This design comes from an exercise in tuning for small area on the open sky130 flow, not from production work.
Only simulation tests tie the RTL to the original design; equivalence was not proved.
Power figures rest on the tool's default switching activity, not on a simulated workload.

<file path="flow/run.sh">
#!/bin/bash
# synth_recipe.tcl (not shown) runs the flow's synth.tcl, then flattens the netlist and writes it again
# the make line also repeats each setting of config.mk as NAME=value (left out here)
make -C /OpenROAD-flow-scripts/flow DESIGN_CONFIG=/design/flow/config.mk WORK_HOME=/design/flow/orfs CLKGATE_MAP_FILE= SYNTH_SCRIPT=/design/flow/synth_recipe.tcl finish
</file>
<file path="flow/config.mk">
export PLATFORM = sky130hd
export DESIGN_NAME = main
export DESIGN_NICKNAME = main
export VERILOG_FILES = /design/flow/design.v
export SDC_FILE = /design/flow/constraint.sdc
export NUM_CORES = 4
export LEC_CHECK = 0
export ABC_AREA = 1
export ABC_CLOCK_PERIOD_IN_PS = 10000
export CAP_MARGIN = 0
export CORE_MARGIN = 2
export CORE_UTILIZATION = 65
export CTS_BUF_LIST = sky130_fd_sc_hd__clkbuf_16
export CTS_CLUSTER_DIAMETER = 100
export CTS_CLUSTER_SIZE = 25
export PLACE_DENSITY = 0.75
export SLEW_MARGIN = 0
</file>
<file path="flow/constraint.sdc">
create_clock -name core_clock -period 10.0 [get_ports {CLOCK_50}]
set_input_delay 2.0000 -clock core_clock [delete_from_list [all_inputs] [get_ports {CLOCK_50}]]
set_output_delay 2.0000 -clock core_clock [all_outputs]
set_load 0.01 [all_outputs]
</file>
<file path="flow/design.v">
module lfsr (
    input             clock,
    input             reset,
    output reg [15:0] lfsr_reg
);
    wire feedback = lfsr_reg[15] ^ lfsr_reg[13] ^ lfsr_reg[12] ^ lfsr_reg[10];
    always @(posedge clock or posedge reset) begin
        if (reset)
            lfsr_reg <= 16'hACE1;
        else
            lfsr_reg <= {lfsr_reg[14:0], feedback};
    end
endmodule
module debouncer #(
    parameter limit_timer = 5
)(
    input      clock,
    input      reset,
    input      botao_in,
    output reg out,
    output     pre
);
    function integer bits(input integer n);    
        begin bits = 1; while ((1 << bits) < n) bits = bits + 1; end
    endfunction
    localparam W = bits(limit_timer + 2);
    localparam [W-1:0] JC = {W{1'b1}};           
    reg         sync_0, sync_1;
    reg         estado_estavel;
    reg [W-1:0] contador;
    wire         just = (contador == JC);
    wire [W-1:0] c    = just ? {W{1'b0}} : contador;
    assign pre = estado_estavel & just;
    always @(posedge clock) begin
        sync_0 <= botao_in;
        sync_1 <= sync_0;
        if (reset) begin
            contador       <= 0;
            estado_estavel <= 0;
            out            <= 0;
        end else begin
            out <= pre;
            if (sync_1 != estado_estavel) begin
                if (c >= limit_timer) begin
                    estado_estavel <= sync_1;
                    contador       <= JC;
                end else
                    contador <= c + 1'b1;
            end else
                contador <= 0;
        end
    end
endmodule
module driver7seg(b, d);
    input  [3:0] b;
    output [6:0] d;
    localparam [111:0] TAB = {
        7'b0010000, 7'b0000000, 7'b0010000, 7'b0000000,    
        7'b0010000, 7'b0000000, 7'b0010000, 7'b0000000,    
        7'b1111000, 7'b0110010, 7'b0010010, 7'b0011001,    
        7'b0110000, 7'b0100100, 7'b1111001, 7'b1000000};   
    assign d = TAB[b * 7 +: 7];
endmodule
module baralho (
    input            clock,
    input            reset,
    input            we,
    input      [5:0] wa,
    input      [3:0] wd,
    input      [5:0] ra,
    output     [3:0] q
);
    function [3:0] init_val(input integer i);
        init_val = (i % 13) == 0 ? 4'd1 : (i % 13) < 10 ? (i % 13) + 1 : 4'd10;
    endfunction
    wire [6:0] wrow; wire [7:0] wcol;
    wire [6:0] rrow; wire [7:0] rcol;
    genvar g, b;
    generate
        for (g = 0; g < 7; g = g + 1) begin : wrows
            assign wrow[g] = reset | (we && wa[5:3] == g);
        end
        for (g = 0; g < 8; g = g + 1) begin : wcols
            assign wcol[g] = reset | (wa[2:0] == g);
        end
        for (g = 0; g < 7; g = g + 1) begin : rrows
            assign rrow[g] = (ra[5:3] == g);
        end
        for (g = 0; g < 8; g = g + 1) begin : rcols
            assign rcol[g] = (ra[2:0] == g);
        end
    endgenerate
    wire [3:0] wd0 = wd & {4{~reset}};
    wire [3:0] wd1 = wd | {4{reset}};
    wire [3:0] rv [0:51];
    generate
        for (g = 0; g < 52; g = g + 1) begin : ent
            reg  [3:0] val;
            wire       en  = wrow[g / 8] & wcol[g % 8];
            wire [3:0] iv  = init_val(g);
            for (b = 0; b < 4; b = b + 1) begin : bits
                always @(posedge clock)
                    if (en) val[b] <= iv[b] ? wd1[b] : wd0[b];
            end
            assign rv[g] = val;
        end
    endgenerate
    reg [3:0] grp [0:7];
    reg [3:0] acc;
    integer i, k;
    always @(*) begin
        for (k = 0; k < 8; k = k + 1) begin
            grp[k] = 4'd0;
            for (i = k; i < 52; i = i + 8)
                grp[k] = grp[k] | (rv[i] & {4{rrow[i/8]}});
        end
        acc = 4'd0;
        for (k = 0; k < 8; k = k + 1)
            acc = acc | (grp[k] & {4{rcol[k]}});
    end
    assign q = acc;
endmodule
module pontuacao (
    input            clock,
    input            reset,
    input            sel_d,           
    input            add_j, bonus_j,
    input            add_d, bonus_d,
    input      [3:0] v,
    output reg [1:0] tens_j, tens_d,
    output reg [3:0] units_j, units_d
);
    wire [4:0] s     = (sel_d ? units_d : units_j) + v;
    wire       carry = (s >= 10);
    wire [3:0] u     = carry ? s - 5'd10 : s;
    always @(posedge clock) begin
        if (reset) begin
            tens_j <= 0; units_j <= 0;
            tens_d <= 0; units_d <= 0;
        end else begin
            if (add_j) units_j <= u;
            if (add_d) units_d <= u;
            if ((add_j & carry) | bonus_j) tens_j <= tens_j + 1'b1;
            if ((add_d & carry) | bonus_d) tens_d <= tens_d + 1'b1;
        end
    end
endmodule
module main #(
    parameter SIM_DEBOUNCE_TIMER = 20'd5,
    parameter SIM_GAME_TIMER     = 27'd100,
    parameter SIM_SHUFFLE_LIMIT  = 128
)(
    input        CLOCK_50,
    input  [3:0] KEY,
    output [17:0] LEDR,
    output [6:0] HEX0, HEX1,
    output [6:0] HEX4, HEX5
);
    wire reset_clean, reset_pre, hit, stay;
    wire rst = reset_pre | reset_clean;
    debouncer #(.limit_timer(SIM_DEBOUNCE_TIMER)) db_rst
        (.clock(CLOCK_50), .reset(1'b0), .botao_in(~KEY[0]), .out(reset_clean), .pre(reset_pre));
    debouncer #(.limit_timer(SIM_DEBOUNCE_TIMER)) db_hit
        (.clock(CLOCK_50), .reset(rst), .botao_in(~KEY[1]), .out(hit), .pre());
    debouncer #(.limit_timer(SIM_DEBOUNCE_TIMER)) db_stay
        (.clock(CLOCK_50), .reset(rst), .botao_in(~KEY[2]), .out(stay), .pre());
    wire [15:0] lf;
    lfsr RNG (.clock(CLOCK_50), .reset(reset_clean), .lfsr_reg(lf));
    localparam [3:0] S_IDLE = 4'd0,  S_PRE = 4'd1,  S_G   = 4'd2,  S_GW  = 4'd3,
                     S_S    = 4'd6,  S_CP  = 4'd8,  S_CD  = 4'd9,  S_VJ  = 4'd10,
                     S_VD   = 4'd11, S_HJ  = 4'd12, S_HD  = 4'd13, S_SJ  = 4'd14,
                     S_SD   = 4'd15, S_CHK = 4'd4,  S_FIM = 4'd5;
    reg [3:0] st, nst;
    localparam MAXV = (SIM_SHUFFLE_LIMIT > SIM_GAME_TIMER) ? SIM_SHUFFLE_LIMIT : SIM_GAME_TIMER;
    function integer bits(input integer n);    
        begin bits = 1; while ((1 << bits) < n) bits = bits + 1; end
    endfunction
    localparam QW   = bits(MAXV / 52 + 2);     
    localparam [QW+5:0] L_SHUF = (SIM_SHUFFLE_LIMIT / 52) * 64 + SIM_SHUFFLE_LIMIT % 52;
    localparam [QW+5:0] L_TIM  = (SIM_GAME_TIMER / 52) * 64 + SIM_GAME_TIMER % 52;
    localparam [QW+5:0] L_CARD = 10;
    reg  [QW+5:0] cnt;
    wire [5:0]    r    = cnt[5:0];
    wire [QW-1:0] qq   = cnt[QW+5:6];
    wire          zero = (cnt == 0);
    wire          wrap = &qq;
    wire [QW+5:0] dec  = (r == 0) ? {qq - 1'b1, 6'd51} : {qq, r - 1'b1};
    wire          step_add   = (cnt == 6);
    wire          step_bonus = (cnt == 5);
    wire [1:0] pjt, pdt;
    wire [3:0] pju, pdu;
    wire [5:0] pj = {pjt, pju};
    wire [5:0] pd = {pdt, pdu};
    wire pj_over = (pjt == 3) || (pjt == 2 && pju >= 2);
    wire pj_21   = (pjt == 2) && (pju == 1);
    wire pd_over = (pdt == 3) || (pdt == 2 && pdu >= 2);
    wire pd_17   = (pdt >= 2) || (pdt == 1 && pdu >= 7);
    wire pj_le11 = (pjt == 0) || (pjt == 1 && pju <= 1);
    wire pd_le11 = (pdt == 0) || (pdt == 1 && pdu <= 1);
    reg [4:0] endereco;
    wire acc = (lf[10:5] < 52);
    always @(*) begin
        nst = st;
        case (st)
            S_IDLE: if (hit) nst = S_PRE;
            S_PRE:  nst = S_G;
            S_G:    nst = wrap ? S_CP : acc ? S_S : S_G;
            S_GW:   nst = (acc && !wrap) ? S_S : S_G;
            S_S:    nst = S_GW;
            S_CP:   if (zero) nst = (endereco < 4) ? S_CD : S_VJ;
            S_CD:   if (zero) nst = (endereco < 3) ? S_CP : (endereco < 5) ? S_VJ : S_VD;
            S_VJ: begin
                if (pj_over)    nst = S_FIM;
                else if (pj_21) nst = S_VD;
                else if (hit)   nst = S_HJ;
                else if (stay)  nst = S_SJ;
            end
            S_HJ:   if (zero) nst = S_CP;
            S_SJ:   if (zero) nst = S_VD;
            S_VD:   nst = pd_over ? S_FIM : pd_17 ? S_SD : S_HD;
            S_HD:   if (zero) nst = S_CD;
            S_SD:   if (zero) nst = S_CHK;
            S_CHK:  nst = S_FIM;
            S_FIM:  nst = S_FIM;
            default: nst = S_IDLE;
        endcase
    end
    always @(posedge CLOCK_50) begin
        if (rst) st <= S_IDLE;
        else     st <= nst;
    end
    always @(posedge CLOCK_50) begin
        case (st)
            S_PRE:                    cnt <= L_SHUF;
            S_G:                      cnt <= wrap ? L_CARD : cnt;
            S_GW:                     cnt <= cnt;
            S_VJ, S_VD:               cnt <= L_TIM;
            S_CP, S_CD, S_HJ, S_HD:   cnt <= zero ? L_CARD : dec;
            default:                  cnt <= dec;
        endcase
    end
    wire [5:0] a_s   = lf[11:6];             
    wire [5:0] a_w   = lf[12:7];             
    wire [6:0] sumab = a_s + r;
    wire [5:0] b_s   = (sumab >= 52) ? sumab - 7'd52 : sumab[5:0];
    wire       in_s  = (st == S_S);
    wire       in_w  = (st == S_GW);
    wire       card  = (st == S_CP) || (st == S_CD);
    reg  [3:0] T;
    wire [3:0] q;
    wire [5:0] ra = in_s ? b_s : card ? {1'b0, endereco} : lf[10:5];
    baralho MEMORIA (
        .clock(CLOCK_50), .reset(rst),
        .we(in_s | in_w), .wa(in_s ? b_s : a_w), .wd(T),
        .ra(ra), .q(q)
    );
    always @(posedge CLOCK_50)
        if (!(st == S_GW && lf[10:5] == a_w))
            T <= q;
    wire is_p  = (st == S_CP);
    wire is_d  = (st == S_CD);
    wire ace   = (q == 4'd1);
    always @(posedge CLOCK_50) begin
        if (rst) endereco <= 0;
        else if (card && step_bonus) endereco <= endereco + 1'b1;
    end
    pontuacao SCORE (.clock(CLOCK_50), .reset(rst), .sel_d(is_d),
        .add_j(is_p && step_add), .bonus_j(is_p && step_bonus && ace && pj_le11),
        .add_d(is_d && step_add), .bonus_d(is_d && step_bonus && ace && pd_le11),
        .v(q), .tens_j(pjt), .units_j(pju), .tens_d(pdt), .units_d(pdu));
    wire fim = (st == S_FIM);
    assign LEDR[0]    = (st == S_HJ);
    assign LEDR[1]    = (st == S_SJ);
    assign LEDR[2]    = (st == S_HD);
    assign LEDR[3]    = (st == S_SD);
    assign LEDR[14:4] = 11'b0;
    assign LEDR[17]   = fim && !pj_over && (pd_over || pj > pd);
    assign LEDR[16]   = fim && (pj_over || (!pd_over && pd > pj));
    assign LEDR[15]   = fim && !pj_over && !pd_over && pj == pd;
    driver7seg seg_jog_u  (.b(pju),          .d(HEX0));
    driver7seg seg_jog_d  (.b({2'b0, pjt}),  .d(HEX1));
    driver7seg seg_deal_u (.b(pdu),          .d(HEX4));
    driver7seg seg_deal_d (.b({2'b0, pdt}),  .d(HEX5));
endmodule
</file>
==> impl_metrics.json, run 1 <==
{
  "status": "complete, no violations",
  "fin_skew_ns": 0.02543,
  "hold_buffers": 0,
  "globalRouteOverflowTotal": 0,
  "startpoint_type": "flop",
  "crit_path_top_delay_cell": "dfstp_2",
  "insertion_delay_ns": 0.50,
  "numCtsBuffers": 15,
  "ys_types": 48,
  "synth_area_um2": 13830,
  "cts_sinks": 278,
  "cp_data_arrival_time_ns": 7.46,
  "io_pins": 51,
  "synth_compound_area_share_pct": 5.383,
  "final.fill_count": 1628,
  "wl_per_cell_um": 17.93,
  "post-route-period-util_pct": 70.64,
  "clockRootBuffer": "clkbuf_16",
  "yosys.area_share.simple_pct": 24.64,
  "routed_via_density": 5.725,
  "ant_nets": 0,
  "pwr-share-seq_pct": 40.9,
  "switching_power_mw": 1.574,
  "synth_xor_area_share_pct": 0.7600,
  "reg2reg_depth": 34,
  "fp.dieW_um": 149.9,
  "gp_congestion": 0.9363,
  "swShare_pct": 41.47,
  "synthTopCellsByArea": "edfxtp_1 48%, nand2_1 9.4%, nor2_1 7.0%",
  "cellInternalPower_mw": 2.221,
  "drv_slew": 0,
  "dr_wl_met2_um": 15600,
  "synthMuxAreaShare_pct": 0,
  "synth_top_family_by_area": "simple AND/OR/NAND/NOR gates",
  "crit_path_max_fanout": 40,
  "finalHoldViolations": 0,
  "crit_type": "reg2reg",
  "synth-edff-count": 221,
  "fin_area_um2": 14740,
  "post_cts_buffers": 0,
  "synthCells": 1502,
  "initial_core_util_pct": 66.00,
  "power_density_nw_per_um2": 257.4,
  "path_common_cell": "nand2_1",
  "dr_wl_met3_um": 2966,
  "area_growth_pct": 6.613,
  "timing.rr.end": "SCORE.units_j[3]",
  "endpoint": "SCORE.units_j[3]",
  "worst_slew_pin_slew_ns": 1.256,
  "drive_gt1_share_pct": 5.036,
  "grt_max_degree": 52,
  "synth_flop_cell": "edfxtp_1",
  "final_nets": 1580,
  "worstSetupEndpointType": "flop",
  "syn_area_per_cell_um2": 9.207,
  "core_area_um2": 20960,
  "setup_viol": 0,
  "cts_tree": "built",
  "placed_cell_area_um2": 14330,
  "drc_errors": 0,
  "ys_warn_count": 6,
  "vias": 10330,
  "antenna_found_initial": 0,
  "fp.dieArea_um2": 22460,
  "die_y_um": 149.9,
  "hold_path_class": "reg2async",
  "clock_path_buffers": 3,
  "synth_commonest_cells": "347 x nand2_1, 257 x nor2_1, 221 x edfxtp_1",
  "synth_area_leader_cell": "edfxtp_1",
  "startpoint": "RNG.lfsr_reg[6]",
  "drt-total-wl_um": 32350,
  "finish.utilization_pct": 70.36,
  "ys_seq_area_share_pct": 56.89,
  "crit_path_max_incr_delay_ns": 0.57,
  "worst_ir_drop_vdd_mv": 0.1554,
  "track_usage_pct": 29.06,
  "max_cap_violations": 0,
  "largest_register_ff_count": 208,
  "synthArstFlopShare_pct": 5.755,
  "m1WireLength_um": 12840,
  "synth.top_cell.area_share_pct": 47.99,
  "ys_seq_elements": 278,
  "max_slew_margin_pct": 16.30,
  "post_cts_resized": 0,
  "synth_most_common_cell": "nand2_1",
  "r2r-start": "RNG.lfsr_reg[6]",
  "htree_levels": 1,
  "fin_crit_ns": 7.064,
  "numPortBuffers": 36,
  "rsz0062_at_grt": "no",
  "hpwlAfterDp_um": 21370,
  "p_clk_share_pct": 16.8,
  "required_ns": 10.40,
  "rows": 53,
  "synth_fa_ha_area_share_pct": 4.723,
  "drt-initial-drc-count": 1006,
  "diodes": 0,
  "first_pass_iters": 5,
  "grt_pass1_wl_um": 50200,
  "grt_pass1_vias": 9772,
  "clk_pin_slew_ns": 0.09,
  "rrSetupSlack_ns": 2.94,
  "leakage_nw": 6.251,
  "fmax_mhz": 141.6,
  "fin_tns_setup_ns": 0,
  "maxUsedRoutingLayer": "met4",
  "combPwrFrac_pct": 42.3
}
[metrics by stage]
stage	setup slack, ns	power, mW	cells	hold WS (ns)
after CTS	3.007	3.780	1804	0.2846
after global placement	3.196	3.118	1782	0.2612
after global routing	2.412	4.033	1804	0.3348
after detailed placement	3.015	3.152	1782	0.2729
after floorplan	5.036	2.659	1514	0.2005
final	2.936	3.795	1804	0.2590
[critical path, delay by kind of cell (launching register included)]
| kind | cells | cell delay, ns |
|---|---|---|
| DFF | 1 | 0.57 |
| buffers and inverters | 6 | 0.88 |
| xor gates and xnor gates | 1 | 0.27 |
| adders and majority gates | 5 | 1.44 |
| and+or+nand+nor | 19 | 3.29 |
| AOI/OAI and AO/OA | 3 | 0.54 |
[how the worst min path moves through the flow]
| stage | endpoint | slack, ns | depth (start not counted) |
|---|---|---|---|
| 3_3_place_gp | RNG.lfsr_reg[1] | 0.26 | 1 |
| 2_1_floorplan | RNG.lfsr_reg[12] | 0.20 | 1 |
| 4_1_cts | RNG.lfsr_reg[14] | 0.28 | 1 |
| 3_5_place_dp | RNG.lfsr_reg[14] | 0.27 | 1 |
| 6_report | RNG.lfsr_reg[14] | 0.26 | 1 |
| 5_1_grt | RNG.lfsr_reg[14] | 0.33 | 1 |
[cell type report]
class	instances	area, um^2	share of cell area (%)
clock buffers	15	375.4	2.546
clock inverters	7	42.54	0.2885
inverters	186	700.7	4.752
multi-input cells	997	4979	33.77
flip-flops and latches	278	7868	53.36
well taps	275	344.1	2.334
repair buffers	46	435.4	2.953
[metal layers]
| layer | global-route usage [%] | vias up |
|---|---|---|
| met4 | 9.434 | 0 |
| met5 | 0 | - |
| met2 | 50.18 | 491 |
| met3 | 4.024 | 62 |
| met1 | 38.14 | 4791 |
| li1 | - | 4984 |
[layout by cell type, fill, tap and decap left out, types with 7 or more instances in the layout]
cell type and instances:
dfrtp_1 8, ha_1 49, nor3_1 14, dfxtp_1 41, inv_1 181, nand2_2 11
nor2_4 9, buf_4 10, clkbuf_16 15, conb_1 13, clkdlybuf4s50_1 36, nand4_1 77
edfxtp_1 221, inv_2 7, nand3_1 59, nand2_1 347, dfstp_2 8, o21ai_0 52
nor2_1 254, a21oi_1 42
[cells by family (layout without fill, tap and decap cells)]
kind of cell	Yosys count	in the layout
adders and majority gates	51	51
buffers and inverters	239	254
DFF	278	278
and+or+nand+nor	790	790
xor gates and xnor gates	12	12
AOI/OAI and AO/OA	131	131
other	1	13
[power groups by stage]
stage | sequential, mW | combinational (mW) | clock [mW]
2_1_floorplan | 1.56 | 1.10 | 0
3_3_place_gp | 1.57 | 1.55 | 0
3_5_place_dp | 1.57 | 1.58 | 0
4_1_cts | 1.55 | 1.59 | 0.641
5_1_grt | 1.56 | 1.79 | 0.682
6_report | 1.55 | 1.61 | 0.638
==> run 2, diff against run 1 <==
==> flow/flow/run.sh (new file) <==
#!/bin/bash
# Own layout flow: the standard flow, except that synthesis maps the logic
# for area only (ORFS synthesis with its ABC script replaced by flow/abc_area.script
# and without full-adder extraction; the flip-flops are mapped before ABC runs, so
# the registers are the standard synthesis's), and the ports are buffered with
# the smallest buffer.
set -euo pipefail
W=$(pwd)

# ORFS scripts folder with our ABC script in place of abc_area.script
mkdir -p "$W/scripts_area"
for f in "$FLOW_HOME"/scripts/*; do
    ln -sfn "$f" "$W/scripts_area/$(basename "$f")"
done
rm -f "$W/scripts_area/abc_area.script"
cp "$W/flow/abc_area.script" "$W/scripts_area/abc_area.script"

bash standard.sh SCRIPTS_DIR="$W/scripts_area" ADDER_MAP_FILE= synth > "$W/synth.log" 2>&1

export BUFFER_PORTS_ARGS="-buffer_cell sky130_fd_sc_hd__buf_1"
bash standard.sh finish > "$W/layout.log" 2>&1
==> flow/flow/abc_area.script (new file) <==
strash
balance
rewrite
refactor
balance
rewrite
rewrite -z
balance
refactor -z
rewrite -z
balance
dch
map -a
strash
dch
map -a
topo
dnsize -c
==> flow/standard.sh (new file) <==
#!/bin/bash
# synth_recipe.tcl (not shown) runs the flow's synth.tcl, then flattens the netlist and writes it again
# the make line also repeats each setting of config.mk as NAME=value (left out here)
make -C /OpenROAD-flow-scripts/flow DESIGN_CONFIG=/design/flow/config.mk WORK_HOME=/design/flow/orfs CLKGATE_MAP_FILE= SYNTH_SCRIPT=/design/flow/synth_recipe.tcl "${@:-finish}"
--- a/flow/config.mk
+++ b/flow/config.mk
@@ -6,7 +6,6 @@
 export NUM_CORES = 4
 export LEC_CHECK = 0
 export ABC_AREA = 1
-export ABC_CLOCK_PERIOD_IN_PS = 10000
 export CAP_MARGIN = 0
 export CORE_MARGIN = 2
 export CORE_UTILIZATION = 65
removed: flow/run.sh
==> run 2 against run 1 <==
Critical endpoint is now SCORE.units_d[2]. Worst hold slack worse by 0.077 ns. Sequential cell count is the same. Sequential share of layout area grew 8.7 points. Power is 10% lower. Sequential power about the same. First-iteration DRC count shrank 6.7%. Clock power fell by 0.6%. Highest routed layer unchanged. Combinational power shrank 24%. Via count is 18% lower. Still clean. Final cell count down 25%. Routed wire length fell by 13%. Global-route usage down 0.11 points.
==> impl_metrics.json, run 2 <==
{
  "status": "complete, no violations",
  "synth_commonest_cells": "221 x edfxtp_1, 197 x nor2_1, 112 x clkinv_1",
  "combPwrFrac_pct": 35.9,
  "fp.dieArea_um2": 19200,
  "ys_warn_count": 6,
  "synth_flop_cell": "edfxtp_1",
  "synth_area_um2": 11770,
  "critPathBufInv": 8,
  "ys_seq_elements": 278,
  "vias": 8472,
  "max_slew_margin_pct": 12.48,
  "final_common_cell": "edfxtp_1",
  "ys_seq_area_share_pct": 66.84,
  "clk_pin_slew_ns": 0.10,
  "max_cap_violations": 0,
  "fmax_mhz": 148.7,
  "final.fill_count": 1308,
  "clock_path_buffers": 3,
  "crit_type": "reg2reg",
  "post_cts_resized": 0,
  "p_clk_share_pct": 18.6,
  "power_density_nw_per_um2": 268.5,
  "numPortBuffers": 36,
  "hpwlAfterDp_um": 18470,
  "crit_path_max_fanout": 23,
  "setup_viol": 0,
  "gp_congestion": 0.8985,
  "required_ns": 10.38,
  "synthArstFlopShare_pct": 5.755,
  "switching_power_mw": 1.301,
  "cellInternalPower_mw": 2.105,
  "htree_levels": 1,
  "final_nets": 1122,
  "insertion_delay_ns": 0.49,
  "largest_register_ff_count": 208,
  "grt_max_degree": 37,
  "crit_path_max_incr_delay_ns": 0.57,
  "synth_most_common_cell": "edfxtp_1",
  "clockRootBuffer": "clkbuf_16",
  "crit_path_top_delay_cell": "dfstp_2",
  "synth-edff-count": 221,
  "seq_area_um2": 7868,
  "leakage_nw": 4.198,
  "track_usage_pct": 28.95,
  "pre_cts_ws_ns": 3.441,
  "grt_pass1_wl_um": 43150,
  "startpoint_type": "flop",
  "cts_tree": "built",
  "rows": 49,
  "rsz0062_at_grt": "no",
  "globalRouteOverflowTotal": 0,
  "post-route-period-util_pct": 67.26,
  "synth_area_leader_cell": "edfxtp_1",
  "antenna_found_initial": 0,
  "cpLargestDelayFamily": "simple AND/OR/NAND/NOR gates",
  "synthTopCellsByArea": "edfxtp_1 56%, dfxtp_1 7.0%, nor2_1 6.3%",
  "cp_data_arrival_time_ns": 7.11,
  "grt_pass1_vias": 8102,
  "fin_skew_ns": 0.02130,
  "die_y_um": 138.6,
  "drt-total-wl_um": 28010,
  "first_pass_iters": 5,
  "routed_via_density": 6.257,
  "wl_per_cell_um": 20.69,
  "post_cts_buffers": 0,
  "fin_tns_setup_ns": 0,
  "synthCells": 1054,
  "cts_sinks": 278,
  "drv_slew": 0,
  "swShare_pct": 38.19,
  "fin_crit_ns": 6.726,
  "mostFrequentLayoutCells": "221 x edfxtp_1, 191 x nor2_1, 112 x clkinv_1",
  "drive_gt1_share_pct": 4.444,
  "diodes": 0,
  "synth.top_cell.area_share_pct": 56.38,
  "drt-initial-drc-count": 939,
  "worst_ir_drop_vdd_mv": 0.2194,
  "fp.dieW_um": 138.6,
  "syn_area_per_cell_um2": 11.17,
  "hold_buffers": 0,
  "finish.utilization_pct": 71.11,
  "worst_slew_pin_slew_ns": 1.307,
  "numCtsBuffers": 15,
  "fin_ws_ns": 3.274,
  "finalHoldViolations": 0,
  "pwr-share-seq_pct": 45.4,
  "path_common_cell": "nor2_1",
  "ant_nets": 0,
  "ys_types": 41,
  "io_pins": 51,
  "initial_core_util_pct": 65.97,
  "hold_path_class": "reg2async",
  "drc_errors": 0,
  "area_growth_pct": 7.781,
  "p_total_mw": 3.406,
  "multi_input_area_um2": 3425,
  "core_area_um2": 17840,
  "worstSetupEndpointType": "flop"
}
-- run 2: logic make-up (layout without fill, tap and decap cells) --
| kind of cell | after synthesis | count (layout) | share of synthesized area, % |
|---|---|---|---|
| AO/OA/AOI/OAI | 271 | 271 | 14.91 |
| XOR/XNOR | 15 | 15 | 1.116 |
| flip-flops | 278 | 278 | 66.84 |
| buffers and inverters | 129 | 188 | 4.656 |
| other | 1 | 13 | 0.03186 |
| AND/OR/NAND/NOR | 360 | 360 | 12.44 |
-- run 2: cell type report --
cell class              count  share of cell area, %
inverters                 112                  3.314
clock inverters            10                 0.5030
flip-flops and latches    278                  62.02
clock buffers              15                  2.959
multi-input cells         659                  26.99
repair buffers             51                  1.953
well taps                 229                  2.259
-- run 2: metal layers --
metal | vias to the layer above | track usage (%) | part of all wire, %
met5 | - | 0 | 0
met4 | 0 | 10.15 | 3.1
met3 | 66 | 4.351 | 8.9
met2 | 460 | 48.62 | 49
met1 | 3996 | 39.21 | 39
li1 | 3950 | - | -
-- run 2: metrics by stage --
stage               cells  hold WS (ns)  area [um^2]
finish               1354        0.1819        12690
global route         1354        0.2329        12690
CTS                  1354        0.1971        12690
detailed placement   1329        0.1895        12250
global placement     1329        0.1796        12250
floorplan            1066        0.1447        11820
-- run 2: final timing paths --
path | slack [ns] | cells past startpoint | endpoint | start
max | 3.27 | 43 | SCORE.units_d[2] | RNG.lfsr_reg[6]
min | 0.18 | 1 | RNG.lfsr_reg[1] | db_rst.out
max reg2reg | 3.27 | 43 | SCORE.units_d[2] | RNG.lfsr_reg[6]
min reg2reg | 0.18 | 1 | RNG.lfsr_reg[1] | db_rst.out
max in group asynchronous | 9.51 | 1 | RNG.lfsr_reg[0] | db_rst.out
min in group core_clock | 0.34 | 0 | db_stay.sync_1 | db_stay.sync_0
-- run 2: power by group through the flow --
stage	Combinational (mW)	Sequential, mW	Clock [mW]
detailed placement	1.20	1.57	0
floorplan	0.820	1.55	0
CTS	1.21	1.55	0.638
global route	1.35	1.56	0.678
finish	1.22	1.55	0.634
global placement	1.17	1.57	0
==> run 3, diff against run 2 <==
--- a/flow/design.v
+++ b/flow/design.v
@@ -20,36 +20,64 @@
     output reg out,
     output     pre
 );
-    function integer bits(input integer n);    
-        begin bits = 1; while ((1 << bits) < n) bits = bits + 1; end
-    endfunction
-    localparam W = bits(limit_timer + 2);
-    localparam [W-1:0] JC = {W{1'b1}};           
-    reg         sync_0, sync_1;
-    reg         estado_estavel;
-    reg [W-1:0] contador;
-    wire         just = (contador == JC);
-    wire [W-1:0] c    = just ? {W{1'b0}} : contador;
-    assign pre = estado_estavel & just;
+    reg sync_0, sync_1;
+    reg estado_estavel;
     always @(posedge clock) begin
         sync_0 <= botao_in;
         sync_1 <= sync_0;
-        if (reset) begin
-            contador       <= 0;
-            estado_estavel <= 0;
-            out            <= 0;
-        end else begin
-            out <= pre;
-            if (sync_1 != estado_estavel) begin
-                if (c >= limit_timer) begin
-                    estado_estavel <= sync_1;
-                    contador       <= JC;
+    end
+    generate if (limit_timer == 5) begin : codes
+        localparam [2:0] K0 = 3'd0, K1 = 3'd1, KJ = 3'd2;
+        localparam [23:0] SUCC = {3'd6, 3'd4, 3'd4, 3'd4, 3'd7, 3'd1, 3'd3, 3'd1};
+        reg [2:0] contador;
+        wire just = (contador == KJ);
+        wire term = contador == 3'd4 || contador == 3'd5;
+        assign pre = estado_estavel & just;
+        always @(posedge clock) begin
+            if (reset) begin
+                contador       <= K0;
+                estado_estavel <= 0;
+                out            <= 0;
+            end else begin
+                out <= pre;
+                if (sync_1 != estado_estavel) begin
+                    if (term) begin
+                        estado_estavel <= sync_1;
+                        contador       <= KJ;
+                    end else
+                        contador <= SUCC[contador * 3 +: 3];
                 end else
-                    contador <= c + 1'b1;
-            end else
-                contador <= 0;
-        end
-    end
+                    contador <= K0;
+            end
+        end
+    end else begin : counter
+        function integer bits(input integer n);    
+            begin bits = 1; while ((1 << bits) < n) bits = bits + 1; end
+        endfunction
+        localparam W = bits(limit_timer + 2);
+        localparam [W-1:0] JC = {W{1'b1}};
+        reg [W-1:0] contador;
+        wire         just = (contador == JC);
+        wire [W-1:0] c    = just ? {W{1'b0}} : contador;
+        assign pre = estado_estavel & just;
+        always @(posedge clock) begin
+            if (reset) begin
+                contador       <= 0;
+                estado_estavel <= 0;
+                out            <= 0;
+            end else begin
+                out <= pre;
+                if (sync_1 != estado_estavel) begin
+                    if (c >= limit_timer) begin
+                        estado_estavel <= sync_1;
+                        contador       <= JC;
+                    end else
+                        contador <= c + 1'b1;
+                end else
+                    contador <= 0;
+            end
+        end
+    end endgenerate
 endmodule
 module driver7seg(b, d);
     input  [3:0] b;
--- a/flow/flow/run.sh
+++ b/flow/flow/run.sh
@@ -18,4 +18,6 @@
 bash standard.sh SCRIPTS_DIR="$W/scripts_area" ADDER_MAP_FILE= synth > "$W/synth.log" 2>&1
 
 export BUFFER_PORTS_ARGS="-buffer_cell sky130_fd_sc_hd__buf_1"
+# the standard clock tree arguments, without dummy loads
+export CTS_ARGS="-sink_clustering_enable -repair_clock_nets -sink_clustering_size 25 -sink_clustering_max_diameter 100 -buf_list sky130_fd_sc_hd__clkbuf_16 -dont_use_dummy_load"
 bash standard.sh finish > "$W/layout.log" 2>&1
==> flow/flow/abc_area.script (replaced) <==
strash
balance
rewrite
refactor
balance
rewrite
rewrite -z
balance
refactor -z
rewrite -z
balance
&get -n
&dch -f
&nf -R 1000 -a
&put
topo
dnsize -c
==> run 3 against run 2 <==
Area after synthesis is 1.6% lower. Final cell count is 10% lower. Synthesized cell count is 12% lower. Design area is 2.2% lower. Die area is 1.6% lower. Setup slack worse by 0.54 ns. Combinational power is 44% lower. Worst hold slack better by 0.089 ns. Highest routed layer unchanged.
==> impl_metrics.json, run 3 <==
{
  "drc_errors": 0,
  "synthCells": 932,
  "crit_path_max_incr_delay_ns": 0.85,
  "max_cap_violations": 0,
  "die_y_um": 137.5,
  "largest_register_ff_count": 208,
  "rows": 48,
  "insertion_delay_ns": 0.49,
  "initial_core_util_pct": 66.70,
  "numPortBuffers": 36,
  "syn_area_per_cell_um2": 12.42,
  "cp_data_arrival_time_ns": 7.67,
  "synthTopCellsByArea": "edfxtp_1 57%, dfxtp_1 7.1%, nor2_1 4.2%",
  "diodes": 0,
  "endpoint": "SCORE.tens_j[1]",
  "antenna_found_initial": 0,
  "reg2reg_depth": 30,
  "routed_via_density": 6.720,
  "cts_sinks": 278,
  "htree_levels": 1,
  "finalHoldViolations": 0,
  "drive_gt1_share_pct": 4.238,
  "setup_viol": 0,
  "synth_area_um2": 11580,
  "wl_per_cell_um": 23.19,
  "status": "complete, no violations",
  "worstSetupEndpointType": "flop",
  "synth.top_cell.area_share_pct": 57.32,
  "hold_buffers": 0,
  "drt-total-wl_um": 28190,
  "fp.dieW_um": 137.5,
  "post_cts_resized": 0,
  "leakage_nw": 4.091,
  "synth_area_leader_cell": "edfxtp_1",
  "holdWs_ns": 0.2704,
  "gp_congestion": 0.8797,
  "fmax_mhz": 137.5,
  "fin_ws_ns": 2.729,
  "grt_pass1_vias": 7991,
  "core_area_um2": 17360,
  "fin_skew_ns": 0.03270,
  "hold_path_class": "reg2async",
  "multi_input_area_um2": 3540,
  "rsz0062_at_grt": "no",
  "seq_area_um2": 7868,
  "max_slew_margin_pct": 15.50,
  "clk_pin_slew_ns": 0.09,
  "ys_warn_count": 6,
  "r2r-start": "RNG.lfsr_reg[7]",
  "ys_types": 51,
  "fin_tns_setup_ns": 0,
  "post_cts_buffers": 0,
  "finish.utilization_pct": 71.45,
  "area_growth_pct": 7.122,
  "crit_path_top_delay_cell": "nor4_1",
  "synthArstFlopShare_pct": 5.755,
  "stdcell_count": 1216,
  "clock_path_buffers": 3,
  "crit_type": "reg2reg",
  "clockRootBuffer": "clkbuf_16",
  "hpwlAfterDp_um": 18360,
  "synth_commonest_cells": "221 x edfxtp_1, 130 x nor2_1, 72 x nand2_1",
  "dpl.cell_count": 1201,
  "startpoint_type": "flop",
  "drv_slew": 0,
  "mostFrequentLayoutCells": "221 x edfxtp_1, 125 x nor2_1, 72 x nand2_1",
  "first_pass_iters": 8,
  "io_pins": 51,
  "globalRouteOverflowTotal": 0,
  "ys_seq_elements": 278,
  "numCtsBuffers": 15,
  "synth_flop_cell": "edfxtp_1",
  "power_density_nw_per_um2": 227.2,
  "fp.dieArea_um2": 18900,
  "grt_pass1_wl_um": 43730,
  "synth-edff-count": 221,
  "ys_seq_area_share_pct": 67.96,
  "grt_max_degree": 37,
  "drt-initial-drc-count": 976,
  "cts_tree": "built",
  "vias": 8171,
  "timing.rr.end": "SCORE.tens_j[1]",
  "worst_ir_drop_vdd_mv": 0.1501,
  "fin_crit_ns": 7.271,
  "synth_most_common_cell": "edfxtp_1",
  "rrSetupSlack_ns": 2.73,
  "ant_nets": 0,
  "startpoint": "RNG.lfsr_reg[7]",
  "worst_slew_pin_slew_ns": 1.268,
  "final.fill_count": 1177,
  "post-route-period-util_pct": 72.71,
  "required_ns": 10.40,
  "final_nets": 998,
  "pre_cts_ws_ns": 2.975,
  "crit_path_max_fanout": 16,
  "final_common_cell": "edfxtp_1",
  "track_usage_pct": 30.77
}
run 3: cell count changes in the layout (fill, tap and decap cells not counted), sizes merged, moves of 8 or more:
cell,delta
inv,-9
nand2,-30
xnor2,+9
and2,+8
nor2,-67
nand3,+25
clkinv,-85
nor2b,+16
nand4,-8
a21oi,-10
o21ai,-13
a222oi,+33
a22oi,-36
run 3: cell families (layout without fill, tap and decap cells):
| kind of cell | count (synthesis) | after routing | synth area share [%] |
|---|---|---|---|
| other cells | 1 | 13 | 0.03239 |
| mux | 4 | 4 | 0.3458 |
| simple gates | 339 | 339 | 13.36 |
| fa+ha+maj | 1 | 1 | 0.08646 |
| flops | 278 | 278 | 67.96 |
| compound gates | 235 | 235 | 14.02 |
| buf+inv | 45 | 92 | 2.010 |
| xor+xnor | 29 | 29 | 2.194 |
run 3: worst min path at each step:
stage,from,to,slack [ns],cells past startpoint
after floorplan,db_rst.out,RNG.lfsr_reg[12],0.19,1
after global placement,db_rst.out,RNG.lfsr_reg[9],0.28,1
after detailed placement,db_rst.out,RNG.lfsr_reg[8],0.30,1
after CTS,db_rst.out,RNG.lfsr_reg[8],0.29,1
after global routing,db_rst.out,RNG.lfsr_reg[8],0.32,1
final,db_rst.out,RNG.lfsr_reg[4],0.27,1
run 3: area by class of cell:
type / count / area share, %
sequential: 278 / 63.44
multi-input combinational: 621 / 28.54
clock buffer: 15 / 3.027
tap: 225 / 2.270
timing repair buffer: 49 / 1.877
inverter: 28 / 0.8475
run 3: metrics by stage:
stage               cell area, um^2  total power [mW]
floorplan                     11620             1.982
global placement              12030             2.194
detailed placement            12030             2.225
CTS                           12400             2.804
global route                  12400             2.923
finish                        12400             2.817
run 3: worst max-delay path: cells and delay by family, from the launching register on:
family                    cells  cell delay, ns
DFF                           1            0.63
and+or+nand+nor              16            3.04
xor gates and xnor gates      2            0.45
AOI/OAI and AO/OA             9            2.62
buffers and inverters         3            0.45
run 3: report_power, final:
part	internal, mW	leakage (nW)	switching, mW	total (mW)
sequential	1.47	2.55	0.0725	1.54
clock	0.270	0.185	0.330	0.599
combinational	0.199	1.35	0.480	0.679
total	1.94	4.09	0.882	2.82
run 3: per-layer routing:
metal,up-vias,GRT usage [%],share of wire [%]
met4,0,8.992,2.6
met1,3949,41.21,38
met5,-,0,0
li1,3680,-,-
met2,475,53.65,51
met3,67,3.274,9.0
==> run 4, diff against run 3 <==
--- a/flow/config.mk
+++ b/flow/config.mk
@@ -8,9 +8,9 @@
 export ABC_AREA = 1
 export CAP_MARGIN = 0
 export CORE_MARGIN = 2
-export CORE_UTILIZATION = 65
+export CORE_UTILIZATION = 75
 export CTS_BUF_LIST = sky130_fd_sc_hd__clkbuf_16
 export CTS_CLUSTER_DIAMETER = 100
 export CTS_CLUSTER_SIZE = 25
-export PLACE_DENSITY = 0.75
+export PLACE_DENSITY = 0.85
 export SLEW_MARGIN = 0
==> run 4 against run 3 <==
Power barely moved. Non-clock buffer count fell by 2. Sequential cell count did not move. Maximum frequency fell by 1.4%. Via count rose by 2.9%. Clock skew rose by 0.021 ns. First-iteration DRC count rose by 47%. Setup slack got worse by 0.10 ns. Utilization rose by 10 points. Clock power barely moved. Combinational power fell by 1%.
==> impl_metrics.json, run 4 <==
{
  "core_area_um2": 15150,
  "gp_congestion": 0.9150,
  "critPathBufInv": 3,
  "ys_warn_count": 6,
  "clk_pin_slew_ns": 0.10,
  "clock_path_buffers": 3,
  "drc_errors": 0,
  "routed_via_density": 7.142,
  "post-route-period-util_pct": 73.71,
  "grt_pass1_vias": 8252,
  "finish.utilization_pct": 81.48,
  "synth_most_common_cell": "edfxtp_1",
  "mostFrequentLayoutCells": "221 x edfxtp_1, 125 x nor2_1, 72 x nand2_1",
  "hpwlAfterDp_um": 18240,
  "wl_per_cell_um": 23.92,
  "antenna_found_initial": 0,
  "largest_register_ff_count": 208,
  "synth_area_um2": 11580,
  "startpoint_type": "flop",
  "post_cts_resized": 0,
  "diodes": 0,
  "grt_max_degree": 37,
  "p_total_mw": 2.817,
  "globalRouteOverflowTotal": 0,
  "first_pass_iters": 13,
  "max_cap_violations": 0,
  "rrSetupSlack_ns": 2.63,
  "fmax_mhz": 135.7,
  "required_ns": 10.40,
  "crit_type": "reg2reg",
  "insertion_delay_ns": 0.46,
  "cpLargestDelayFamily": "simple AND/OR/NAND/NOR gates",
  "placed_cell_area_um2": 11970,
  "cts_tree": "built",
  "synth.top_cell.area_share_pct": 57.32,
  "hold_buffers": 0,
  "fin_tns_setup_ns": 0,
  "fp.dieArea_um2": 16450,
  "fp.dieW_um": 128.2,
  "fin_area_um2": 12340,
  "crit_path_max_incr_delay_ns": 0.83,
  "final_common_cell": "edfxtp_1",
  "worst_ir_drop_vdd_mv": 0.1510,
  "synthArstFlopShare_pct": 5.755,
  "drive_gt1_share_pct": 4.044,
  "area_growth_pct": 6.593,
  "leakage_nw": 4.082,
  "finalHoldViolations": 0,
  "stdcell_count": 1177,
  "drt-total-wl_um": 28160,
  "drv_slew": 0,
  "post_cts_buffers": 0,
  "ys_seq_elements": 278,
  "fin_skew_ns": 0.05342,
  "die_y_um": 128.2,
  "ys_types": 51,
  "cts_sinks": 278,
  "cp_data_arrival_time_ns": 7.77,
  "worstSetupEndpointType": "flop",
  "clockRootBuffer": "clkbuf_16",
  "vias": 8406,
  "timing.rr.end": "SCORE.tens_j[1]",
  "synth_flop_cell": "edfxtp_1",
  "setup_viol": 0,
  "initial_core_util_pct": 76.44,
  "grt_pass1_wl_um": 43440,
  "reg2reg_depth": 30,
  "synth-edff-count": 221,
  "numPortBuffers": 36,
  "synth_commonest_cells": "221 x edfxtp_1, 130 x nor2_1, 72 x nand2_1",
  "status": "complete, no violations",
  "crit_path_top_delay_cell": "nor4_1",
  "power_density_nw_per_um2": 228.2,
  "rsz0062_at_grt": "no",
  "synthTopCellsByArea": "edfxtp_1 57%, dfxtp_1 7.1%, nor2_1 4.2%",
  "crit_path_max_fanout": 32,
  "syn_area_per_cell_um2": 12.42,
  "worst_slew_pin_slew_ns": 1.342,
  "numCtsBuffers": 15,
  "dpl.cell_count": 1162,
  "rows": 45,
  "r2r-start": "RNG.lfsr_reg[7]",
  "ys_seq_area_share_pct": 67.96,
  "final_nets": 996,
  "synthCells": 932,
  "htree_levels": 1,
  "path_common_cell": "nand2_1",
  "ant_nets": 0,
  "fin_crit_ns": 7.371,
  "max_slew_margin_pct": 10.53,
  "drt-initial-drc-count": 1435,
  "hold_path_class": "reg2async",
  "io_pins": 51,
  "synth_area_leader_cell": "edfxtp_1",
  "track_usage_pct": 34.87
}
==> run 4: area by class of cell <==
class | count | area (um^2)
fill | 840 | 2805
timing repair buffer | 47 | 217.7
tap | 188 | 235.2
sequential | 278 | 7868
inverter | 28 | 105.1
clock buffer | 15 | 375.4
multi-input combinational | 621 | 3540
==> run 4: power by group <==
| part | switching (mW) | leakage [nW] | total, mW | internal (mW) |
|---|---|---|---|---|
| sequential | 0.0740 | 2.55 | 1.54 | 1.47 |
| combinational | 0.478 | 1.35 | 0.672 | 0.195 |
| clock | 0.332 | 0.185 | 0.602 | 0.269 |
==> run 4: worst max path at each step <==
stage | from | endpoint | cells after the start
finish | RNG.lfsr_reg[7] | SCORE.tens_j[1] | 30
detailed placement | RNG.lfsr_reg[7] | SCORE.tens_j[1] | 30
CTS | RNG.lfsr_reg[7] | SCORE.tens_j[1] | 30
global route | RNG.lfsr_reg[7] | SCORE.tens_j[1] | 30
global placement | RNG.lfsr_reg[7] | SCORE.tens_j[1] | 30
floorplan | RNG.lfsr_reg[7] | SCORE.tens_d[1] | 30
==> run 4: cells by family (layout without fill, tap and decap cells) <==
| kind of cell | Yosys count | count (layout) | synth area share (%) |
|---|---|---|---|
| and+or+nand+nor | 339 | 339 | 13.36 |
| adders and majority gates | 1 | 1 | 0.08646 |
| other | 1 | 13 | 0.03239 |
| AOI/OAI and AO/OA | 235 | 235 | 14.02 |
| buffers and inverters | 45 | 90 | 2.010 |
| DFF | 278 | 278 | 67.96 |
| muxes | 4 | 4 | 0.3458 |
| xor gates and xnor gates | 29 | 29 | 2.194 |
==> run 4: metal layers <==
metal	up-vias	wire [um]	track usage, %
li1	3681	-	-
met1	3905	9626	44.89
met2	703	13640	58.70
met3	117	3369	5.760
met4	0	1521	16.29
met5	-	0	0
==> run 4: metrics by stage <==
stage | hold slack [ns] | worst slack, ns
global route | 0.2633 | 1.960
global placement | 0.2535 | 3.359
floorplan | 0.1853 | 3.374
finish | 0.2236 | 2.629
CTS | 0.2488 | 2.908
detailed placement | 0.2674 | 2.951
==> run 5, diff against run 4 <==
--- a/flow/flow/run.sh
+++ b/flow/flow/run.sh
@@ -18,6 +18,4 @@
 bash standard.sh SCRIPTS_DIR="$W/scripts_area" ADDER_MAP_FILE= synth > "$W/synth.log" 2>&1
 
 export BUFFER_PORTS_ARGS="-buffer_cell sky130_fd_sc_hd__buf_1"
-# the standard clock tree arguments, without dummy loads
-export CTS_ARGS="-sink_clustering_enable -repair_clock_nets -sink_clustering_size 25 -sink_clustering_max_diameter 100 -buf_list sky130_fd_sc_hd__clkbuf_16 -dont_use_dummy_load"
 bash standard.sh finish > "$W/layout.log" 2>&1
--- a/flow/config.mk
+++ b/flow/config.mk
@@ -8,9 +8,9 @@
 export ABC_AREA = 1
 export CAP_MARGIN = 0
 export CORE_MARGIN = 2
-export CORE_UTILIZATION = 75
+export CORE_UTILIZATION = 65
 export CTS_BUF_LIST = sky130_fd_sc_hd__clkbuf_16
 export CTS_CLUSTER_DIAMETER = 100
 export CTS_CLUSTER_SIZE = 25
-export PLACE_DENSITY = 0.85
+export PLACE_DENSITY = 0.75
 export SLEW_MARGIN = 0
==> run 5 against run 4 <==
Still clean. Clock power rose by 5.1%. Non-clock buffer count grew 2. Maximum frequency about the same. Die area is 15% higher. Synthesized cell count unchanged. Area after synthesis did not move. Design area increased by 0.94%. Power rose by 1.1%. Count of clock-buffer cells in the layout unchanged. Critical endpoint unchanged. Highest routed layer unchanged.
==> impl_metrics.json, run 5 <==
{
  "ys_seq_area_share_pct": 67.96,
  "worst_ir_drop_vdd_mv": 0.1545,
  "drive_gt1_share_pct": 4.396,
  "rrSetupSlack_ns": 2.63,
  "p_total_mw": 2.847,
  "fin_area_um2": 12460,
  "rsz0062_at_grt": "no",
  "antenna_found_initial": 0,
  "cp_data_arrival_time_ns": 7.78,
  "first_pass_iters": 9,
  "post_cts_buffers": 0,
  "synth_flop_cell": "edfxtp_1",
  "core_area_um2": 17360,
  "synthArstFlopShare_pct": 5.755,
  "fin_crit_ns": 7.368,
  "synth.top_cell.area_share_pct": 57.32,
  "syn_area_per_cell_um2": 12.42,
  "synth_area_leader_cell": "edfxtp_1",
  "dpl.cell_count": 1201,
  "synth_commonest_cells": "221 x edfxtp_1, 130 x nor2_1, 72 x nand2_1",
  "final.fill_count": 1169,
  "ant_nets": 0,
  "crit_path_top_delay_cell": "nor4_1",
  "grt_pass1_wl_um": 43710,
  "worstSetupEndpointType": "flop",
  "area_growth_pct": 7.597,
  "leakage_nw": 4.145,
  "ys_seq_elements": 278,
  "max_slew_margin_pct": 16.83,
  "diodes": 0,
  "drt-total-wl_um": 28000,
  "stdcell_count": 1226,
  "synth_most_common_cell": "edfxtp_1",
  "htree_levels": 1,
  "largest_register_ff_count": 208,
  "cts_tree": "built",
  "drt-initial-drc-count": 979,
  "startpoint_type": "flop",
  "ys_warn_count": 6,
  "setup_viol": 0,
  "grt_pass1_vias": 7928,
  "synthTopCellsByArea": "edfxtp_1 57%, dfxtp_1 7.1%, nor2_1 4.2%",
  "hold_path_class": "reg2async",
  "max_cap_violations": 0,
  "r2r-start": "RNG.lfsr_reg[7]",
  "initial_core_util_pct": 66.70,
  "synth_area_um2": 11580,
  "routed_via_density": 6.674,
  "crit_type": "reg2reg",
  "hpwlAfterDp_um": 18360,
  "post-route-period-util_pct": 73.68,
  "insertion_delay_ns": 0.49,
  "fin_tns_setup_ns": 0,
  "clk_pin_slew_ns": 0.09,
  "worst_slew_pin_slew_ns": 1.235,
  "gp_congestion": 0.8797,
  "numCtsBuffers": 15,
  "track_usage_pct": 30.72,
  "reg2reg_depth": 30,
  "finish.utilization_pct": 71.77,
  "required_ns": 10.41,
  "final_nets": 998,
  "power_density_nw_per_um2": 228.5,
  "numPortBuffers": 36,
  "die_y_um": 137.5,
  "rows": 48,
  "fp.dieArea_um2": 18900,
  "synthCells": 932,
  "placed_cell_area_um2": 12030,
  "crit_path_max_incr_delay_ns": 0.86,
  "io_pins": 51,
  "clockRootBuffer": "clkbuf_16",
  "globalRouteOverflowTotal": 0,
  "timing.rr.end": "SCORE.tens_j[1]",
  "hold_buffers": 0,
  "status": "complete, no violations",
  "fmax_mhz": 135.7,
  "grt_max_degree": 37,
  "post_cts_resized": 0,
  "cts_sinks": 278,
  "vias": 8182,
  "finalHoldViolations": 0,
  "fin_skew_ns": 0.01397,
  "mostFrequentLayoutCells": "221 x edfxtp_1, 125 x nor2_1, 72 x nand2_1",
  "startpoint": "RNG.lfsr_reg[7]",
  "drc_errors": 0,
  "ys_types": 51,
  "wl_per_cell_um": 22.84,
  "clock_path_buffers": 3,
  "synth-edff-count": 221,
  "fp.dieW_um": 137.5,
  "crit_path_max_fanout": 16,
  "drv_slew": 0,
  "final_common_cell": "edfxtp_1"
}
[run 5: cell types whose count changed in the layout (fill, tap and decap cells not counted), sizes merged]
cell  previous run  this run
inv              0        10
buf             47        49
[run 5: worst max path at each step]
stage          slack [ns]  depth (start not counted)         endpoint
2_1_floorplan        3.37                         30  SCORE.tens_d[1]
3_3_place_gp         3.31                         30  SCORE.tens_j[1]
3_5_place_dp         2.97                         30  SCORE.tens_j[1]
4_1_cts              2.92                         30  SCORE.tens_j[1]
5_1_grt              1.94                         30  SCORE.tens_j[1]
6_report             2.63                         30  SCORE.tens_j[1]
[run 5: power by group]
part | internal (mW) | total (mW) | switching [mW] | leakage [nW]
Combinational | 0.199 | 0.676 | 0.477 | 1.35
Sequential | 1.47 | 1.54 | 0.0723 | 2.55
Clock | 0.281 | 0.633 | 0.351 | 0.239
[run 5: cells by family (layout without fill, tap and decap cells)]
logic type,count (synthesis),after routing,share of synthesized area [%]
XOR/XNOR,29,29,2.194
buffers and inverters,45,102,2.010
AND/OR/NAND/NOR,339,339,13.36
adder cells (fa/ha/maj),1,1,0.08646
flip-flops,278,278,67.96
AO/OA/AOI/OAI,235,235,14.02
multiplexers,4,4,0.3458
other,1,13,0.03239
[run 5: stage by stage]
stage               hold WS (ns)  worst slack, ns
global placement          0.2803            3.315
floorplan                 0.1853            3.374
global route              0.3363            1.936
finish                    0.2939            2.632
CTS                       0.3079            2.924
detailed placement        0.3030            2.975
[run 5: final cells by class]
type,instances,area [um^2],share of cell area [%]
Clock buffer,15,375.4,3.013
Multi-Input combinational cell,621,3540,28.42
Tap cell,225,281.5,2.260
Clock inverter,10,55.05,0.4419
Timing Repair Buffer,49,232.7,1.868
Sequential cell,278,7868,63.16
Inverter,28,105.1,0.8437
[run 5: metal layers]
layer | share of wire, % | global-route usage (%) | vias to the layer above
met5 | 0 | 0 | -
met4 | 2.6 | 8.820 | 0
met3 | 8.2 | 3.238 | 57
met2 | 50 | 53.21 | 450
met1 | 39 | 41.58 | 3971
li1 | - | - | 3704
[run 5: critical path, delay by kind of cell (launching register included)]
kind	cells	cell delay, ns
xor+xnor	2	0.45
buf+inv	3	0.45
compound gates	9	2.66
simple gates	16	3.08
flops	1	0.63
==> run 6, diff against run 5 <==
--- a/flow/flow/run.sh
+++ b/flow/flow/run.sh
@@ -18,4 +18,6 @@
 bash standard.sh SCRIPTS_DIR="$W/scripts_area" ADDER_MAP_FILE= synth > "$W/synth.log" 2>&1
 
 export BUFFER_PORTS_ARGS="-buffer_cell sky130_fd_sc_hd__buf_1"
+# the standard clock tree arguments, without dummy loads
+export CTS_ARGS="-sink_clustering_enable -repair_clock_nets -sink_clustering_size 32 -sink_clustering_max_diameter 100 -buf_list sky130_fd_sc_hd__clkbuf_16 -dont_use_dummy_load"
 bash standard.sh finish > "$W/layout.log" 2>&1
--- a/flow/config.mk
+++ b/flow/config.mk
@@ -8,9 +8,9 @@
 export ABC_AREA = 1
 export CAP_MARGIN = 0
 export CORE_MARGIN = 2
-export CORE_UTILIZATION = 65
+export CORE_UTILIZATION = 75
 export CTS_BUF_LIST = sky130_fd_sc_hd__clkbuf_16
 export CTS_CLUSTER_DIAMETER = 100
-export CTS_CLUSTER_SIZE = 25
-export PLACE_DENSITY = 0.75
+export CTS_CLUSTER_SIZE = 32
+export PLACE_DENSITY = 0.85
 export SLEW_MARGIN = 0
==> run 6 against run 5 <==
Critical endpoint unchanged. Routed wire length about the same. Still clean. Final cell count decreased by 4.2%. Clock power decreased by 16%. Clock skew increased by 0.016 ns. Sequential share of layout area increased by 0.99 points.
==> impl_metrics.json, run 6 <==
{
  "status": "complete, no violations",
  "insertion_delay_ns": 0.49,
  "cellInternalPower_mw": 1.881,
  "rows": 45,
  "cp_data_arrival_time_ns": 7.85,
  "numPortBuffers": 36,
  "drv_slew": 0,
  "pwr-share-seq_pct": 56.1,
  "clk_pin_slew_ns": 0.12,
  "required_ns": 10.41,
  "dr_wl_met2_um": 13720,
  "synth.top_cell.area_share_pct": 57.32,
  "m1WireLength_um": 9891,
  "hpwlAfterDp_um": 18240,
  "yosys.area_share.simple_pct": 13.36,
  "ys_warn_count": 6,
  "ys_seq_elements": 278,
  "crit_path_top_delay_cell": "nor4_1",
  "routed_via_density": 7.155,
  "largest_register_ff_count": 208,
  "setup_viol": 0,
  "synthTopCellsByArea": "edfxtp_1 57%, dfxtp_1 7.1%, nor2_1 4.2%",
  "leakage_nw": 4.045,
  "synth_area_um2": 11580,
  "fmax_mhz": 134.4,
  "maxUsedRoutingLayer": "met4",
  "synthCells": 932,
  "post-route-period-util_pct": 74.39,
  "synth-edff-count": 221,
  "fp.dieW_um": 128.2,
  "clockRootBuffer": "clkbuf_16",
  "fin_area_um2": 12270,
  "antenna_found_initial": 0,
  "track_usage_pct": 34.58,
  "max_slew_margin_pct": 10.15,
  "syn_area_per_cell_um2": 12.42,
  "cts_sinks": 278,
  "finish.utilization_pct": 80.98,
  "htree_levels": 1,
  "crit_path_max_fanout": 16,
  "p_clk_share_pct": 19.5,
  "first_pass_iters": 10,
  "final_common_cell": "edfxtp_1",
  "synth_flop_cell": "edfxtp_1",
  "synth_compound_area_share_pct": 14.02,
  "ant_nets": 0,
  "synth_most_common_cell": "edfxtp_1",
  "worst_slew_pin_slew_ns": 1.348,
  "globalRouteOverflowTotal": 0,
  "fin_tns_setup_ns": 0,
  "synth_area_leader_cell": "edfxtp_1",
  "post_cts_resized": 0,
  "drt-initial-drc-count": 1383,
  "grt_pass1_wl_um": 43260,
  "ys_types": 51,
  "placed_cell_area_um2": 11970,
  "synth_top_family_by_area": "compound AO/OA/AOI/OAI gates",
  "diodes": 0,
  "swShare_pct": 31.51,
  "hold_buffers": 0,
  "fin_crit_ns": 7.439,
  "synthMuxAreaShare_pct": 0.3458,
  "wl_per_cell_um": 23.84,
  "power_density_nw_per_um2": 224.0,
  "synthArstFlopShare_pct": 5.755,
  "combPwrFrac_pct": 24.4,
  "finalHoldViolations": 0,
  "synth_fa_ha_area_share_pct": 0.08646,
  "mostFrequentLayoutCells": "221 x edfxtp_1, 125 x nor2_1, 72 x nand2_1",
  "grt_pass1_vias": 8161,
  "io_pins": 51,
  "rsz0062_at_grt": "no",
  "crit_path_max_incr_delay_ns": 0.85,
  "synth_commonest_cells": "221 x edfxtp_1, 130 x nor2_1, 72 x nand2_1",
  "grt_max_degree": 37,
  "drive_gt1_share_pct": 3.753,
  "synth_xor_area_share_pct": 2.194,
  "vias": 8400,
  "numCtsBuffers": 12,
  "clock_path_buffers": 3,
  "stdcell_count": 1174,
  "dpl.cell_count": 1162,
  "fp.dieArea_um2": 16450,
  "drc_errors": 0,
  "drt-total-wl_um": 27990,
  "max_cap_violations": 0,
  "die_y_um": 128.2,
  "gp_congestion": 0.9150,
  "cts_tree": "built",
  "post_cts_buffers": 0,
  "initial_core_util_pct": 76.44,
  "fin_skew_ns": 0.03040,
  "worstSetupEndpointType": "flop",
  "ys_seq_area_share_pct": 67.96,
  "area_growth_pct": 5.944,
  "startpoint_type": "flop",
  "core_area_um2": 15150,
  "hold_path_class": "reg2async",
  "dr_wl_met3_um": 3116,
  "worst_ir_drop_vdd_mv": 0.1614,
  "switching_power_uw": 865.7,
  "crit_type": "reg2reg",
  "final_nets": 993,
  "final.fill_count": 859,
  "p_total_mw": 2.747
}
==> run 6: changes by cell type in the layout (fill, tap and decap cells not counted) <==
cell | previous run | this run
inv_1 | 8 | 0
clkbuf_16 | 15 | 12
inv_12 | 1 | 0
inv_6 | 1 | 0
buf_4 | 13 | 11
==> run 6: through the flow <==
stage	setup slack, ns	hold slack, ns
after floorplan	3.374	0.1853
after global placement	3.359	0.2535
after detailed placement	2.951	0.2674
after CTS	2.869	0.2505
after global routing	1.793	0.2932
final	2.561	0.2317
==> run 6: final cells by class <==
type	instances	area, um^2	area share [%]
inverter	28	105.1	0.8569
tap	188	235.2	1.918
sequential	278	7868	64.14
clock buffer	12	300.3	2.448
timing repair buffer	47	217.7	1.775
multi-input combinational	621	3540	28.86
==> run 6: kinds of logic (layout without fill, tap and decap cells) <==
kind of cell / Yosys count / after routing
AOI/OAI and AO/OA: 235 / 235
other: 1 / 13
xor gates and xnor gates: 29 / 29
buffers and inverters: 45 / 87
and+or+nand+nor: 339 / 339
DFF: 278 / 278
adders and majority gates: 1 / 1
muxes: 4 / 4
==> run 6: power groups by stage <==
| stage | Combinational (mW) | Clock [mW] | Sequential [mW] |
|---|---|---|---|
| 2_1_floorplan | 0.440 | 0 | 1.54 |
| 6_report | 0.671 | 0.534 | 1.54 |
| 4_1_cts | 0.651 | 0.526 | 1.54 |
| 3_3_place_gp | 0.620 | 0 | 1.56 |
| 3_5_place_dp | 0.645 | 0 | 1.57 |
| 5_1_grt | 0.719 | 0.562 | 1.55 |
==> run 6: routing by layer <==
layer	global-route usage (%)	vias up
met5	0	-
met4	14.22	0
met3	5.008	132
met2	58.70	680
met1	45.43	3911
li1	-	3677
==> run 6: final timing paths <==
kind | from | to | slack, ns | cells past startpoint
setup / recovery | RNG.lfsr_reg[7] | SCORE.tens_j[1] | 2.56 | 30
hold / removal | db_rst.out | RNG.lfsr_reg[9] | 0.23 | 1
setup reg to reg | RNG.lfsr_reg[7] | SCORE.tens_j[1] | 2.56 | 30
hold reg to reg | db_rst.out | RNG.lfsr_reg[9] | 0.23 | 1
max in group asynchronous | db_rst.out | RNG.lfsr_reg[6] | 9.43 | 1
min in group core_clock | db_rst.sync_0 | db_rst.sync_1 | 0.34 | 0
==> run 6: critical path, delay by kind of cell, from the launching register on <==
| family | cells | cell delay, ns |
|---|---|---|
| AO/OA/AOI/OAI | 9 | 2.61 |
| XOR/XNOR | 2 | 0.50 |
| buffers and inverters | 3 | 0.50 |
| flip-flops | 1 | 0.61 |
| AND/OR/NAND/NOR | 16 | 3.14 |

re-timing with driven ports:
Ports are ideal in the flow. The routed layouts listed here were re-timed in OpenROAD.
Step 1 sets driving cells, clkbuf_16 on the clock port and buf_2 on the other inputs (assumed; they add their load-dependent delay and slew).
Step 2, shift: input delay + t, output delay - t, t = (earliest + latest rising clock arrival at the registers) / 2. This alone moves slack from input paths to output paths.
a / b / c = ideal / step 1 / step 2; a / b = the first two.
run	t (ns)	setup slack, ns	worst slew at a driven data input, ns
run 1	0.536	2.936 / 2.936 / 2.936	0.04
run 2	0.524	3.274 / 3.274 / 3.274	0.03
run 3	0.520	2.729 / 2.729 / 2.729	0.03
run 4	0.504	2.629 / 2.629 / 2.629	0.03
run 5	0.527	2.632 / 2.632 / 2.632	0.03
run 6	0.520	2.561 / 2.561 / 2.561	0.03
After both steps every run listed still meets setup and hold.
